From an optimization exercise on the open Yosys and OpenROAD flow, aimed at small area and a short achievable clock period; shortcuts taken in it are not production practice. At most, simulation tests tie the RTL to the original design; equivalence was not proved. Power is estimated from default activity; no workload was simulated.

the reference run:
==> flow/design.v (excerpt) <==
module pipelined_fpadder (a,b,sub,rm,s,clk,clrn,e);  
	input clk, clrn;  
	input [31:0] a, b;  
	input [1:0] rm;  
	input sub;  
	input e;  
	output [31:0] s;  
	wire a_is_nan, a_is_inf, a_sign, a_op_sub, a_small_sticky, a_small_zero;
	wire [7:0] a_exp;
	wire [22:0] a_large_frac;
	wire [25:0] a_small_win;
	fadd_align alignment (a,b,sub,a_is_nan,a_is_inf,a_sign,a_exp,a_op_sub,
	a_large_frac,a_small_win,a_small_zero,a_small_sticky);
	wire c_is_nan, c_is_inf, c_sign, c_op_sub, c_small_sticky, c_small_zero;
	wire [7:0] c_exp;
	wire c_valid;
	wire [1:0] c_rm;
	wire [22:0] c_large_frac;
	wire [25:0] c_small_win;
	reg_align_cal reg_ac (rm,a_is_nan,a_is_inf,a_sign,a_exp,a_op_sub,
	a_large_frac,a_small_win,a_small_sticky,clk,clrn,e,
	c_rm,c_is_nan,c_is_inf,c_sign,c_exp,c_op_sub,c_large_frac,c_small_win,
	c_small_sticky,c_valid,a_small_zero,c_small_zero);
	wire [23:0] c_frac;
	wire [1:0] c_grs;
	wire [7:0] c_exp0;
	fadd_cal calculation (c_op_sub,c_exp,c_large_frac,c_small_win,
	c_small_zero,c_small_sticky,c_frac,c_grs,c_exp0);
	wire [23:0] n_frac;
	wire [1:0] n_grs;
	wire [7:0] n_exp;
	wire [1:0] n_rm;
	wire n_is_nan, n_is_inf, n_sign, n_valid;
	reg_cal_norm reg_cn (c_rm,c_is_nan,c_is_inf,c_sign,c_exp0,c_frac,c_grs,c_valid,
	clk,clrn,e,n_rm,n_is_nan,n_is_inf,n_sign,n_exp,n_frac,n_grs,n_valid);
	fadd_norm normalization (n_rm,n_is_nan,n_is_inf,n_sign,n_exp,n_frac,n_grs,n_valid,s);
endmodule
Size: ~2100 cells after synthesis, ~110 flip-flops, roughly 100 I/O pins, roughly 13000 sq um of cells after synthesis.
==> module fadd_align, before the edit <==
module fadd_align (a,b,sub,s_is_nan,s_is_inf,sign,temp_exp,
op_sub,large_frac23,small_win,small_zero,small_sticky);
	input [31:0] a,b;
	input sub;
	output s_is_nan, s_is_inf, sign, op_sub;
	output [7:0] temp_exp;
	output [22:0] large_frac23;
	output [25:0] small_win;      
	output small_zero;            
	output small_sticky;          
	wire [7:0] ea = a[30:23], eb = b[30:23];
	wire a_ff = &ea, b_ff = &eb;
	wire a_f0 = ~|a[22:0], b_f0 = ~|b[22:0];
	wire a_inf = a_ff & a_f0, b_inf = b_ff & b_f0;
	wire a_nan = a_ff & ~a_f0, b_nan = b_ff & ~b_f0;
	assign op_sub = sub ^ a[31] ^ b[31];
	assign s_is_inf = a_inf | b_inf;
	assign s_is_nan = a_nan | b_nan | (op_sub & a_inf & b_inf);
	wire pay_b = b[21:0] > a[21:0];
	wire exchange = (b[30:22] > a[30:22]) | (b[30:22] == a[30:22]) & pay_b;
	wire x = s_is_nan ? pay_b : exchange;
	wire [30:0] fp_large = x ? b[30:0] : a[30:0];
	wire [30:0] fp_small = x ? a[30:0] : b[30:0];
	assign sign = x ? sub ^ b[31] : a[31];
	assign temp_exp = fp_large[30:23];
	assign large_frac23 = fp_large[22:0];
	wire [23:0] small24 = {|fp_small[30:23], fp_small[22:0]};
	wire [7:0] fa = {ea[7:1], ea[0] | ~|ea};
	wire [7:0] fb = {eb[7:1], eb[0] | ~|eb};
	wire [8:0] d1 = {1'b0, fa} - {1'b0, fb};
	wire [7:0] d2 = fb - fa;
	wire [7:0] d = d1[8] ? d2 : d1[7:0];
	wire sat = |d[7:5] | s_is_nan;
	assign small_zero = sat;
	wire [49:0] y = {small24, 26'h0} >> d[4:0];
	assign small_win = y[49:24];
	wire [23:0] po;
	assign po[0] = small24[0];
	genvar i;
	generate
		for (i = 1; i < 24; i = i + 1) begin : por
			assign po[i] = po[i-1] | small24[i];
		end
	endgenerate
	wire [31:0] q = {{6{po[23]}}, po[22:0], 3'b000};
	assign small_sticky = ~s_is_nan & (sat ? po[23] : q[d[4:0]]);
endmodule
==> module reg_align_cal, before the edit <==
module reg_align_cal (a_rm,a_is_nan,a_is_inf,a_sign,a_exp,
a_op_sub,a_large_frac,a_small_win,a_small_sticky,clk,clrn,e,
c_rm,c_is_nan,c_is_inf,c_sign,c_exp,c_op_sub,c_large_frac,c_small_win,
c_small_sticky,c_valid,a_small_zero,c_small_zero);  
	input [25:0] a_small_win;
	input [22:0] a_large_frac;
	input [7:0] a_exp;
	input [1:0] a_rm;
	input a_is_nan, a_is_inf, a_sign, a_op_sub, a_small_sticky, a_small_zero;
	input e;  
	input clk, clrn;  
	output reg [25:0] c_small_win;
	output reg [22:0] c_large_frac;
	output reg [7:0] c_exp;
	output reg [1:0] c_rm;
	output reg c_is_nan,c_is_inf,c_sign,c_op_sub,c_small_sticky;
	output reg c_valid;
	output reg c_small_zero;
	always @ (posedge clk or negedge clrn) begin
		if (!clrn) c_valid <= 0;
		else if (e) c_valid <= 1'b1;
	end
	always @ (posedge clk) begin
		if (e) begin
			c_rm <= a_rm;
			c_is_nan <= a_is_nan;
			c_is_inf <= a_is_inf;
			c_sign <= a_sign;
			c_exp <= a_exp;
			c_op_sub <= a_op_sub;
			c_large_frac <= a_large_frac;
			c_small_win <= a_small_win;
			c_small_sticky <= a_small_sticky;
			c_small_zero <= a_small_zero;
		end
	end
endmodule
==> module fadd_cal, before the edit <==
module fadd_cal (op_sub,temp_exp,large_frac23,small_win,
small_zero,small_sticky,frac,grs,exp0);
	input op_sub;
	input [7:0] temp_exp;
	input [22:0] large_frac23;
	input [25:0] small_win;
	input small_zero;
	input small_sticky;
	output [23:0] frac;     
	output [1:0] grs;       
	output [7:0] exp0;      
	wire [26:0] small27 = {small_zero ? 26'h0 : small_win, small_sticky};
	wire [27:0] large28 = {1'b0, |temp_exp, large_frac23, 3'b000};
	wire [27:0] cal;
	fadd_add28 adder (large28, {1'b0, small27} ^ {28{op_sub}}, op_sub, cal);
	wire [7:0] ee = {temp_exp[7:1], temp_exp[0] | ~|temp_exp};
	wire [27:0] marker = (ee <= 8'd27) ? (28'h8000000 >> ee) : 28'h0;
	wire [27:0] m = cal | marker;
	wire [4:0] sh;
	fadd_lzc32 lzc ({m, 4'h0}, sh);
	wire [27:0] nrm = cal << sh;
	assign frac = nrm[27:4];
	assign grs = {nrm[3], |nrm[2:1]};
	wire [7:0] e1 = temp_exp + 8'd1;
	wire [5:0] lo = {1'b0, e1[4:0]} - {1'b0, sh};
	wire [2:0] hi_m1 = e1[7:5] - 3'd1;
	assign exp0 = {lo[5] ? hi_m1 : e1[7:5], lo[4:0]};
endmodule
==> module pipelined_fpadder, before the edit <==
module pipelined_fpadder (a,b,sub,rm,s,clk,clrn,e);  
	input clk, clrn;  
	input [31:0] a, b;  
	input [1:0] rm;  
	input sub;  
	input e;  
	output [31:0] s;  
	wire a_is_nan, a_is_inf, a_sign, a_op_sub, a_small_sticky, a_small_zero;
	wire [7:0] a_exp;
	wire [22:0] a_large_frac;
	wire [25:0] a_small_win;
	fadd_align alignment (a,b,sub,a_is_nan,a_is_inf,a_sign,a_exp,a_op_sub,
	a_large_frac,a_small_win,a_small_zero,a_small_sticky);
	wire c_is_nan, c_is_inf, c_sign, c_op_sub, c_small_sticky, c_small_zero;
	wire [7:0] c_exp;
	wire c_valid;
	wire [1:0] c_rm;
	wire [22:0] c_large_frac;
	wire [25:0] c_small_win;
	reg_align_cal reg_ac (rm,a_is_nan,a_is_inf,a_sign,a_exp,a_op_sub,
	a_large_frac,a_small_win,a_small_sticky,clk,clrn,e,
	c_rm,c_is_nan,c_is_inf,c_sign,c_exp,c_op_sub,c_large_frac,c_small_win,
	c_small_sticky,c_valid,a_small_zero,c_small_zero);
	wire [23:0] c_frac;
	wire [1:0] c_grs;
	wire [7:0] c_exp0;
	fadd_cal calculation (c_op_sub,c_exp,c_large_frac,c_small_win,
	c_small_zero,c_small_sticky,c_frac,c_grs,c_exp0);
	wire [23:0] n_frac;
	wire [1:0] n_grs;
	wire [7:0] n_exp;
	wire [1:0] n_rm;
	wire n_is_nan, n_is_inf, n_sign, n_valid;
	reg_cal_norm reg_cn (c_rm,c_is_nan,c_is_inf,c_sign,c_exp0,c_frac,c_grs,c_valid,
	clk,clrn,e,n_rm,n_is_nan,n_is_inf,n_sign,n_exp,n_frac,n_grs,n_valid);
	fadd_norm normalization (n_rm,n_is_nan,n_is_inf,n_sign,n_exp,n_frac,n_grs,n_valid,s);
endmodule
Settings: LEC_CHECK=0, ABC_AREA=1, CAP_MARGIN=20, CORE_MARGIN=2, CORE_UTILIZATION=40, SETUP_SLACK_MARGIN=5, SLEW_MARGIN=20, SYNTH_HIERARCHICAL=1; clock period 10.0 ns.
standard.sh (not shown) runs the stock make flow with config.mk's settings and CLKGATE_MAP_FILE= SYNTH_SCRIPT=/design/flow/synth_recipe.tcl, a recipe that flattens the netlist after the stock synthesis.
==> flow/flow/run.sh <==
#!/bin/bash
# The standard layout (standard.sh, with its own synthesis script and
# the settings in config.mk), with two changes to how the layout is made:
# - plain buffers on the ports in place of the delay cells buffer_ports picks
#   by default (every port still gets its buffer);
# - no full/half adder cells in synthesis (ADDER_MAP_FILE empty), so abc maps
#   the arithmetic as plain logic and can restructure it.
# The make output goes to standard_make.log; ORFS keeps each step's own log
# under orfs/logs.
set -euo pipefail
export BUFFER_PORTS_ARGS="-buffer_cell sky130_fd_sc_hd__buf_2"
bash standard.sh ADDER_MAP_FILE= finish > standard_make.log 2>&1
## Diff of input files: the trial run against the reference run
--- a/flow/design.v
+++ b/flow/design.v
@@ -1,14 +1,13 @@
 `timescale 1ns / 1ps
 module fadd_align (a,b,sub,s_is_nan,s_is_inf,sign,temp_exp,
-op_sub,large_frac23,small_win,small_zero,small_sticky);
+op_sub,large_frac23,small_win,small_sticky);
 	input [31:0] a,b;
 	input sub;
 	output s_is_nan, s_is_inf, sign, op_sub;
 	output [7:0] temp_exp;
 	output [22:0] large_frac23;
 	output [25:0] small_win;      
-	output small_zero;            
 	output small_sticky;          
 	wire [7:0] ea = a[30:23], eb = b[30:23];
 	wire a_ff = &ea, b_ff = &eb;
 	wire a_f0 = ~|a[22:0], b_f0 = ~|b[22:0];
@@ -31,11 +30,10 @@
 	wire [8:0] d1 = {1'b0, fa} - {1'b0, fb};
 	wire [7:0] d2 = fb - fa;
 	wire [7:0] d = d1[8] ? d2 : d1[7:0];
 	wire sat = |d[7:5] | s_is_nan;
-	assign small_zero = sat;
 	wire [49:0] y = {small24, 26'h0} >> d[4:0];
-	assign small_win = y[49:24];
+	assign small_win = sat ? 26'h0 : y[49:24];
 	wire [23:0] po;
 	assign po[0] = small24[0];
 	genvar i;
 	generate
@@ -49,23 +47,22 @@
 `timescale 1ns / 1ps
 module reg_align_cal (a_rm,a_is_nan,a_is_inf,a_sign,a_exp,
 a_op_sub,a_large_frac,a_small_win,a_small_sticky,clk,clrn,e,
 c_rm,c_is_nan,c_is_inf,c_sign,c_exp,c_op_sub,c_large_frac,c_small_win,
-c_small_sticky,c_valid,a_small_zero,c_small_zero);  
+c_small_sticky,c_valid);  
 	input [25:0] a_small_win;
 	input [22:0] a_large_frac;
 	input [7:0] a_exp;
 	input [1:0] a_rm;
-	input a_is_nan, a_is_inf, a_sign, a_op_sub, a_small_sticky, a_small_zero;
+	input a_is_nan, a_is_inf, a_sign, a_op_sub, a_small_sticky;
 	input e;  
 	input clk, clrn;  
 	output reg [25:0] c_small_win;
 	output reg [22:0] c_large_frac;
 	output reg [7:0] c_exp;
 	output reg [1:0] c_rm;
 	output reg c_is_nan,c_is_inf,c_sign,c_op_sub,c_small_sticky;
 	output reg c_valid;
-	output reg c_small_zero;
 	always @ (posedge clk or negedge clrn) begin
 		if (!clrn) c_valid <= 0;
 		else if (e) c_valid <= 1'b1;
 	end
@@ -79,25 +76,23 @@
 			c_op_sub <= a_op_sub;
 			c_large_frac <= a_large_frac;
 			c_small_win <= a_small_win;
 			c_small_sticky <= a_small_sticky;
-			c_small_zero <= a_small_zero;
 		end
 	end
 endmodule
 `timescale 1ns / 1ps
 module fadd_cal (op_sub,temp_exp,large_frac23,small_win,
-small_zero,small_sticky,frac,grs,exp0);
+small_sticky,frac,grs,exp0);
 	input op_sub;
 	input [7:0] temp_exp;
 	input [22:0] large_frac23;
 	input [25:0] small_win;
-	input small_zero;
 	input small_sticky;
 	output [23:0] frac;     
 	output [1:0] grs;       
 	output [7:0] exp0;      
-	wire [26:0] small27 = {small_zero ? 26'h0 : small_win, small_sticky};
+	wire [26:0] small27 = {small_win, small_sticky};
 	wire [27:0] large28 = {1'b0, |temp_exp, large_frac23, 3'b000};
 	wire [27:0] cal;
 	fadd_add28 adder (large28, {1'b0, small27} ^ {28{op_sub}}, op_sub, cal);
 	wire [7:0] ee = {temp_exp[7:1], temp_exp[0] | ~|temp_exp};
@@ -251,29 +246,29 @@
 	input [1:0] rm;  
 	input sub;  
 	input e;  
 	output [31:0] s;  
-	wire a_is_nan, a_is_inf, a_sign, a_op_sub, a_small_sticky, a_small_zero;
+	wire a_is_nan, a_is_inf, a_sign, a_op_sub, a_small_sticky;
 	wire [7:0] a_exp;
 	wire [22:0] a_large_frac;
 	wire [25:0] a_small_win;
 	fadd_align alignment (a,b,sub,a_is_nan,a_is_inf,a_sign,a_exp,a_op_sub,
-	a_large_frac,a_small_win,a_small_zero,a_small_sticky);
-	wire c_is_nan, c_is_inf, c_sign, c_op_sub, c_small_sticky, c_small_zero;
+	a_large_frac,a_small_win,a_small_sticky);
+	wire c_is_nan, c_is_inf, c_sign, c_op_sub, c_small_sticky;
 	wire [7:0] c_exp;
 	wire c_valid;
 	wire [1:0] c_rm;
 	wire [22:0] c_large_frac;
 	wire [25:0] c_small_win;
 	reg_align_cal reg_ac (rm,a_is_nan,a_is_inf,a_sign,a_exp,a_op_sub,
 	a_large_frac,a_small_win,a_small_sticky,clk,clrn,e,
 	c_rm,c_is_nan,c_is_inf,c_sign,c_exp,c_op_sub,c_large_frac,c_small_win,
-	c_small_sticky,c_valid,a_small_zero,c_small_zero);
+	c_small_sticky,c_valid);
 	wire [23:0] c_frac;
 	wire [1:0] c_grs;
 	wire [7:0] c_exp0;
 	fadd_cal calculation (c_op_sub,c_exp,c_large_frac,c_small_win,
-	c_small_zero,c_small_sticky,c_frac,c_grs,c_exp0);
+	c_small_sticky,c_frac,c_grs,c_exp0);
 	wire [23:0] n_frac;
 	wire [1:0] n_grs;
 	wire [7:0] n_exp;
 	wire [1:0] n_rm;
## What came out
Comparing cell count along the critical path for the trial run and the reference run, the smaller number came from the reference run. | share of flip-flops with an asynchronous set or reset after synthesis | the trial run vs the reference run | ≈ equal |. Global-route usage: the reference run vs the trial run — no meaningful difference. | sequential share of layout area | the trial run vs the reference run | ≈ equal |. Against the reference run, the trial run reports a slack of the critical path that is lower. [the trial run] proportion of synthesized area in mux cells fell 0.16 points relative to the reference run. Comparing share of power burned in the clock network for the trial run and the reference run, the smaller number came from the reference run. The trial run vs. the reference run: routed wire length saw an increase, average wire per standard cell rose 0.35%.
Function not checked in the reference run: the RTL went through the layout flow alone.

-- re-timing with driven ports --
In the flow no input, the clock included, has a driving cell. The finished layouts below were timed again as built, in two steps. Step 1: set_driving_cell puts a clkbuf_16 on clk and a buf_2 on each other input, an assumption about the parent block. Step 2 times the ports against the registers' clock, not the clock port: input delays grow and output delays shrink by t, the midpoint of the rising clock arrivals with the driver on. Three values: no drivers, after step 1, after step 2; two values: the first two.
run	t (ns)	slack for setup (ns)	hold slack, ns
the reference run	0.403	5.230 / 5.252 / 4.849	0.422 / 0.422 / 0.422
the trial run	0.403	5.224 / 5.230 / 4.826	0.423 / 0.423 / 0.423
After both steps setup and hold are still met in every run listed. For the trial run, which loses most, drivers alone change the setup slack by +0.006 ns; drivers and shift together by -0.398 ns.
